Background: an optimization exercise with open tools, aiming at small area. Do not read the settings as production practice.
RTL that was checked went through simulation tests only; none was proved equivalent to the original.
Power and IR drop assume default switching activity.

==> run G: inputs <==
==> flow/design.v <==
module ultrasonic_sensor (
    input clk,
    input rst,
    input echo,
    output trigger,
    output [8:0] distance_cm,
    output distance_ready
);
    localparam [11:0] R500  = 12'd3630;
    localparam [11:0] R2899 = 12'd3674;
    localparam [11:0] R101  = 12'd29;
    localparam [8:0]  Q_TMO = 9'd431;    
    localparam [2:0] S0 = 3'd0, S1 = 3'd6, S2 = 3'd1, S3 = 3'd3, S4 = 3'd2, S0R = 3'd4;
    reg [2:0] state;
    reg echo_d, echo_dd;
    reg [11:0] r;
    reg [8:0] q;
    assign trigger = (state == S1);
    assign distance_ready = (state == S0R);
    assign distance_cm = q;
    wire rise = echo_d & ~echo_dd;
    wire fall = ~echo_d & echo_dd;
    wire wrap = (r == R2899);
    wire tmo = (q == Q_TMO) && (r == R101);
    wire p500 = (r == R500);
    wire [11:0] rstep = {r[10:0], ~(r[11] ^ r[10])};
    reg clr;
    always @(*) begin
        case (state)
            S1: clr = p500;
            S2: clr = rise;
            S3: clr = 1'b0;
            S4: clr = 1'b0;
            default: clr = 1'b1;
        endcase
    end
    wire qen = wrap & ((state == S2) | ((state == S3) & ~fall));
    always @(posedge clk) begin
        echo_d <= echo;
        echo_dd <= echo_d;
        r <= (clr | wrap) ? 12'd0 : rstep;
        q <= clr ? 9'd0 : q + qen;
    end
    always @(posedge clk or posedge rst) begin
        if (rst)
            state <= S0;
        else
            case (state)
                S0, S0R: state <= S1;
                S1: if (p500) state <= S2;
                S2: if (rise) state <= S3; else if (tmo) state <= S0;
                S3: if (fall) state <= S4; else if (tmo) state <= S0;
                S4: state <= S0R;
                default: state <= S0;
            endcase
    end
endmodule
module top_module (
    input clk,
    input rst,
    input echo1, echo2,
    output trigger1, trigger2,
    output tx
);
    wire [8:0] d1, d2;
    wire rdy1, rdy2;
    ultrasonic_sensor sensor_tono (
        .clk(clk), .rst(rst), .echo(echo1), .trigger(trigger1),
        .distance_cm(d1), .distance_ready(rdy1)
    );
    ultrasonic_sensor sensor_volumen (
        .clk(clk), .rst(rst), .echo(echo2), .trigger(trigger2),
        .distance_cm(d2), .distance_ready(rdy2)
    );
    function [5:0] kmap(input [8:0] d);
        kmap = (d < 5) ? 6'd0 : (d > 60) ? 6'd55 : d - 5;
    endfunction
    function [4:0] noff(input [5:0] k);
        case (k)
            6'd0: noff = 5'd0;
            6'd1: noff = 5'd0;
            6'd2: noff = 5'd1;
            6'd3: noff = 5'd1;
            6'd4: noff = 5'd2;
            6'd5: noff = 5'd2;
            6'd6: noff = 5'd3;
            6'd7: noff = 5'd3;
            6'd8: noff = 5'd4;
            6'd9: noff = 5'd4;
            6'd10: noff = 5'd5;
            6'd11: noff = 5'd6;
            6'd12: noff = 5'd6;
            6'd13: noff = 5'd7;
            6'd14: noff = 5'd7;
            6'd15: noff = 5'd8;
            6'd16: noff = 5'd8;
            6'd17: noff = 5'd9;
            6'd18: noff = 5'd9;
            6'd19: noff = 5'd10;
            6'd20: noff = 5'd10;
            6'd21: noff = 5'd11;
            6'd22: noff = 5'd12;
            6'd23: noff = 5'd12;
            6'd24: noff = 5'd13;
            6'd25: noff = 5'd13;
            6'd26: noff = 5'd14;
            6'd27: noff = 5'd14;
            6'd28: noff = 5'd15;
            6'd29: noff = 5'd15;
            6'd30: noff = 5'd16;
            6'd31: noff = 5'd16;
            6'd32: noff = 5'd17;
            6'd33: noff = 5'd18;
            6'd34: noff = 5'd18;
            6'd35: noff = 5'd19;
            6'd36: noff = 5'd19;
            6'd37: noff = 5'd20;
            6'd38: noff = 5'd20;
            6'd39: noff = 5'd21;
            6'd40: noff = 5'd21;
            6'd41: noff = 5'd22;
            6'd42: noff = 5'd22;
            6'd43: noff = 5'd23;
            6'd44: noff = 5'd24;
            6'd45: noff = 5'd24;
            6'd46: noff = 5'd25;
            6'd47: noff = 5'd25;
            6'd48: noff = 5'd26;
            6'd49: noff = 5'd26;
            6'd50: noff = 5'd27;
            6'd51: noff = 5'd27;
            6'd52: noff = 5'd28;
            6'd53: noff = 5'd28;
            6'd54: noff = 5'd29;
            6'd55: noff = 5'd30;
            default: noff = 5'bx;
        endcase
    endfunction
    function [6:0] vtab(input [5:0] k);
        case (k)
            6'd0: vtab = 7'd127;
            6'd1: vtab = 7'd125;
            6'd2: vtab = 7'd123;
            6'd3: vtab = 7'd121;
            6'd4: vtab = 7'd118;
            6'd5: vtab = 7'd116;
            6'd6: vtab = 7'd114;
            6'd7: vtab = 7'd111;
            6'd8: vtab = 7'd109;
            6'd9: vtab = 7'd107;
            6'd10: vtab = 7'd104;
            6'd11: vtab = 7'd102;
            6'd12: vtab = 7'd100;
            6'd13: vtab = 7'd97;
            6'd14: vtab = 7'd95;
            6'd15: vtab = 7'd93;
            6'd16: vtab = 7'd91;
            6'd17: vtab = 7'd88;
            6'd18: vtab = 7'd86;
            6'd19: vtab = 7'd84;
            6'd20: vtab = 7'd81;
            6'd21: vtab = 7'd79;
            6'd22: vtab = 7'd77;
            6'd23: vtab = 7'd74;
            6'd24: vtab = 7'd72;
            6'd25: vtab = 7'd70;
            6'd26: vtab = 7'd67;
            6'd27: vtab = 7'd65;
            6'd28: vtab = 7'd63;
            6'd29: vtab = 7'd61;
            6'd30: vtab = 7'd58;
            6'd31: vtab = 7'd56;
            6'd32: vtab = 7'd54;
            6'd33: vtab = 7'd51;
            6'd34: vtab = 7'd49;
            6'd35: vtab = 7'd47;
            6'd36: vtab = 7'd44;
            6'd37: vtab = 7'd42;
            6'd38: vtab = 7'd40;
            6'd39: vtab = 7'd37;
            6'd40: vtab = 7'd35;
            6'd41: vtab = 7'd33;
            6'd42: vtab = 7'd31;
            6'd43: vtab = 7'd28;
            6'd44: vtab = 7'd26;
            6'd45: vtab = 7'd24;
            6'd46: vtab = 7'd21;
            6'd47: vtab = 7'd19;
            6'd48: vtab = 7'd17;
            6'd49: vtab = 7'd14;
            6'd50: vtab = 7'd12;
            6'd51: vtab = 7'd10;
            6'd52: vtab = 7'd7;
            6'd53: vtab = 7'd5;
            6'd54: vtab = 7'd3;
            6'd55: vtab = 7'd0;
            default: vtab = 7'bx;
        endcase
    endfunction
    localparam [1:0] IDLE = 2'd0, SEND1 = 2'd1, SEND2 = 2'd2, SEND3 = 2'd3;
    reg [1:0] ns, vs;           
    reg [4:0] note_off;         
    reg [5:0] vol_k;            
    reg [5:0] vol_fly;          
    reg owner;                  
    reg [3:0] bi;
    reg [10:0] cnt;             
    localparam [10:0] C_T = 11'd1353;
    wire free = (bi == 4'd10);
    wire note_busy = (ns != IDLE);
    wire vol_busy = (vs != IDLE);
    wire vol_started = vs[1];
    wire note_go = free & ~vol_started;
    wire vol_go = free & (vol_started | ~note_busy);
    wire go = free & (note_busy | vol_busy);
    wire tick = (cnt == C_T);
    wire [10:0] cstep = {cnt[9:0], ~(cnt[10] ^ cnt[8])};
    always @(posedge clk) begin
        if (ns == IDLE && rdy1)
            note_off <= noff(kmap(d1));
        if (vs == IDLE && rdy2)
            vol_k <= kmap(d2);
        if (free) begin
            vol_fly <= vol_k;
            owner <= note_busy & ~vol_started;
        end
        cnt <= go ? C_T : tick ? 11'd0 : cstep;
    end
    always @(posedge clk or posedge rst) begin
        if (rst) begin
            ns <= IDLE;
            vs <= IDLE;
            bi <= 4'd10;
        end else begin
            if (ns == IDLE) begin
                if (rdy1) ns <= SEND1;
            end else if (note_go)
                ns <= ns + 2'd1;
            if (vs == IDLE) begin
                if (rdy2) vs <= SEND1;
            end else if (vol_go)
                vs <= vs + 2'd1;
            if (free) begin
                if (go) bi <= 4'd15;
            end else if (tick)
                bi <= bi + 4'd1;
        end
    end
    wire [7:0] note_byte = 8'd80 - {3'd0, note_off};
    wire [7:0] vol_byte = {1'b0, vtab(vol_fly)};
    reg [7:0] cur;
    always @(*) begin
        if (owner)
            cur = (ns == SEND2) ? 8'h90 : (ns == SEND3) ? note_byte : 8'd100;
        else
            cur = (vs == SEND2) ? 8'hB0 : (vs == SEND3) ? 8'h07 : vol_byte;
    end
    reg txr;
    always @(*) begin
        case (bi)
            4'd1: txr = 1'b0;
            4'd2: txr = cur[0];
            4'd3: txr = cur[1];
            4'd4: txr = cur[2];
            4'd5: txr = cur[3];
            4'd6: txr = cur[4];
            4'd7: txr = cur[5];
            4'd8: txr = cur[6];
            4'd9: txr = cur[7];
            default: txr = 1'b1;
        endcase
    end
    assign tx = txr;
endmodule
==> flow/run.sh <==
#!/bin/bash
# synth_recipe.tcl (not shown) runs the flow's synth.tcl, then flattens the netlist and writes it again
# the make line also repeats each setting of config.mk as NAME=value (left out here)
make -C /OpenROAD-flow-scripts/flow DESIGN_CONFIG=/design/flow/config.mk WORK_HOME=/design/flow/orfs CLKGATE_MAP_FILE= SYNTH_SCRIPT=/design/flow/synth_recipe.tcl finish
==> flow/config.mk <==
export PLATFORM = sky130hd
export DESIGN_NAME = top_module
export DESIGN_NICKNAME = top_module
export VERILOG_FILES = /design/flow/design.v
export SDC_FILE = /design/flow/constraint.sdc
export NUM_CORES = 4
export LEC_CHECK = 0
export ABC_AREA = 1
export CAP_MARGIN = 20
export CORE_MARGIN = 2
export CORE_UTILIZATION = 40
export SLEW_MARGIN = 20
==> flow/constraint.sdc <==
create_clock -name core_clock -period 30.0 [get_ports {clk}]
set_input_delay 6.0000 -clock core_clock [delete_from_list [all_inputs] [get_ports {clk}]]
set_output_delay 6.0000 -clock core_clock [all_outputs]
set_load 0.01 [all_outputs]
==> run M: changes against run G <==
==> flow/design.v, changed modules only <==
module top_module (
    input clk,
    input rst,
    input echo1, echo2,
    output trigger1, trigger2,
    output tx
);
    wire [8:0] d1, d2;
    wire rdy1, rdy2;
    ultrasonic_sensor sensor_tono (
        .clk(clk), .rst(rst), .echo(echo1), .trigger(trigger1),
        .distance_cm(d1), .distance_ready(rdy1)
    );
    ultrasonic_sensor sensor_volumen (
        .clk(clk), .rst(rst), .echo(echo2), .trigger(trigger2),
        .distance_cm(d2), .distance_ready(rdy2)
    );
    function [5:0] kmap(input [8:0] d);
        kmap = (d < 5) ? 6'd0 : (d > 60) ? 6'd55 : d - 5;
    endfunction
    localparam [1:0] IDLE = 2'd0, SEND1 = 2'd1, SEND2 = 2'd2, SEND3 = 2'd3;
    reg [1:0] ns, vs;           
    reg [4:0] note_off;         
    reg [5:0] vol_k;            
    reg [5:0] vol_fly;          
    reg owner;                  
    reg [3:0] bi;
    reg [10:0] cnt;             
    localparam [10:0] C_T = 11'd1353;
    wire free = (bi == 4'd10);
    wire note_busy = (ns != IDLE);
    wire vol_busy = (vs != IDLE);
    wire vol_started = vs[1];
    wire note_go = free & ~vol_started;
    wire vol_go = free & (vol_started | ~note_busy);
    wire go = free & (note_busy | vol_busy);
    wire tick = (cnt == C_T);
    wire [10:0] cstep = {cnt[9:0], ~(cnt[10] ^ cnt[8])};
    always @(posedge clk) begin
        if (ns == IDLE && rdy1)
            note_off <= ({4'd0, kmap(d1)} * 10'd6) / 10'd11;
        if (vs == IDLE && rdy2)
            vol_k <= kmap(d2);
        if (free) begin
            vol_fly <= vol_k;
            owner <= note_busy & ~vol_started;
        end
        cnt <= go ? C_T : tick ? 11'd0 : cstep;
    end
    always @(posedge clk or posedge rst) begin
        if (rst) begin
            ns <= IDLE;
            vs <= IDLE;
            bi <= 4'd10;
        end else begin
            if (ns == IDLE) begin
                if (rdy1) ns <= SEND1;
            end else if (note_go)
                ns <= ns + 2'd1;
            if (vs == IDLE) begin
                if (rdy2) vs <= SEND1;
            end else if (vol_go)
                vs <= vs + 2'd1;
            if (free) begin
                if (go) bi <= 4'd15;
            end else if (tick)
                bi <= bi + 4'd1;
        end
    end
    wire [7:0] note_byte = 8'd80 - {3'd0, note_off};
    wire [12:0] vol_div = ({7'd0, vol_fly} * 13'd127) / 13'd55;
    wire [7:0] vol_byte = 8'd127 - vol_div[7:0];
    reg [7:0] cur;
    always @(*) begin
        if (owner)
            cur = (ns == SEND2) ? 8'h90 : (ns == SEND3) ? note_byte : 8'd100;
        else
            cur = (vs == SEND2) ? 8'hB0 : (vs == SEND3) ? 8'h07 : vol_byte;
    end
    reg txr;
    always @(*) begin
        case (bi)
            4'd1: txr = 1'b0;
            4'd2: txr = cur[0];
            4'd3: txr = cur[1];
            4'd4: txr = cur[2];
            4'd5: txr = cur[3];
            4'd6: txr = cur[4];
            4'd7: txr = cur[5];
            4'd8: txr = cur[6];
            4'd9: txr = cur[7];
            default: txr = 1'b1;
        endcase
    end
    assign tx = txr;
endmodule
--- a/flow/config.mk
+++ b/flow/config.mk
@@ -6,5 +6,4 @@
 export NUM_CORES = 4
 export LEC_CHECK = 0
-export ABC_AREA = 1
 export CAP_MARGIN = 20
 export CORE_MARGIN = 2
==> comparison table <==
metric	run G	run M
Switching power total	49.8 uW	53.3 uW
Run status	timing/DRC/antenna clean	timing/DRC/antenna clean
Synthesized-area fraction occupied by ao, oa, aoi and oai cells	0.0907	0.249
Inverters, non-clock	137	70
Worst slew slack as a fraction of its limit	0.599	0.269
Xor and xnor area share after synthesis	0.0165	0.0609
Layout sequential cell count	96	89
Routed via count divided by cell count	4.72	5.58
Number of standard cells in the final layout excluding fillers	1000	1230
Filler cell count in the final layout	1483	1990
Ratio of cells with drive above 1 in the final layout	0.0735	0.0767
Overall power of the completed layout	246 uW	240 uW
FP Rows	44	51
Met2 usage	0.224	0.262
Initial cell density of the core	0.406	0.410
Tap Cells	184	265
Mux share of post-synthesis cell area	0	0.0177
Placed instance area	0.00603 sq mm	0.00832 sq mm
Area taken by multi-input logic gates	0.00305 sq mm	0.00563 sq mm
Clock buffer cells	12	10
Number of detailed-routing iterations run before antenna repair	5	7
Cell type of the slowest stage on the worst timing path	sky130_fd_sc_hd__clkdlybuf4s50_1	sky130_fd_sc_hd__fa_1
Clock share of power	0.461	0.485
Function not checked in run G: the RTL went through the layout flow alone.

[port drivers added, routing unchanged]
The flow's constraints put no driver on any port. The routed layouts listed below were extracted and timed again, unchanged, in two steps. Step 1 (the two cells are an assumption about what drives the block):
set clk [get_ports {clk}]
set_driving_cell -lib_cell sky130_fd_sc_hd__clkbuf_16 $clk
set_driving_cell -lib_cell sky130_fd_sc_hd__buf_2 [delete_from_list [all_inputs] $clk]
Step 2 also shifts input and output timing later by t, the mid clock arrival at the registers, as if the neighbouring blocks saw the same clock. Three values: no drivers, after step 1, after step 2; two values: the first two.
run	t (ns)	setup slack, ns	hold slack, ns	worst data-port slew with drivers (ns)
run G	0.376	21.654 / 21.615 / 21.991	0.372 / 0.372 / 0.372	0.03
run M	0.377	13.756 / 13.715 / 14.092	0.379 / 0.379 / 0.379	0.03
After both steps every run listed still meets setup and hold.
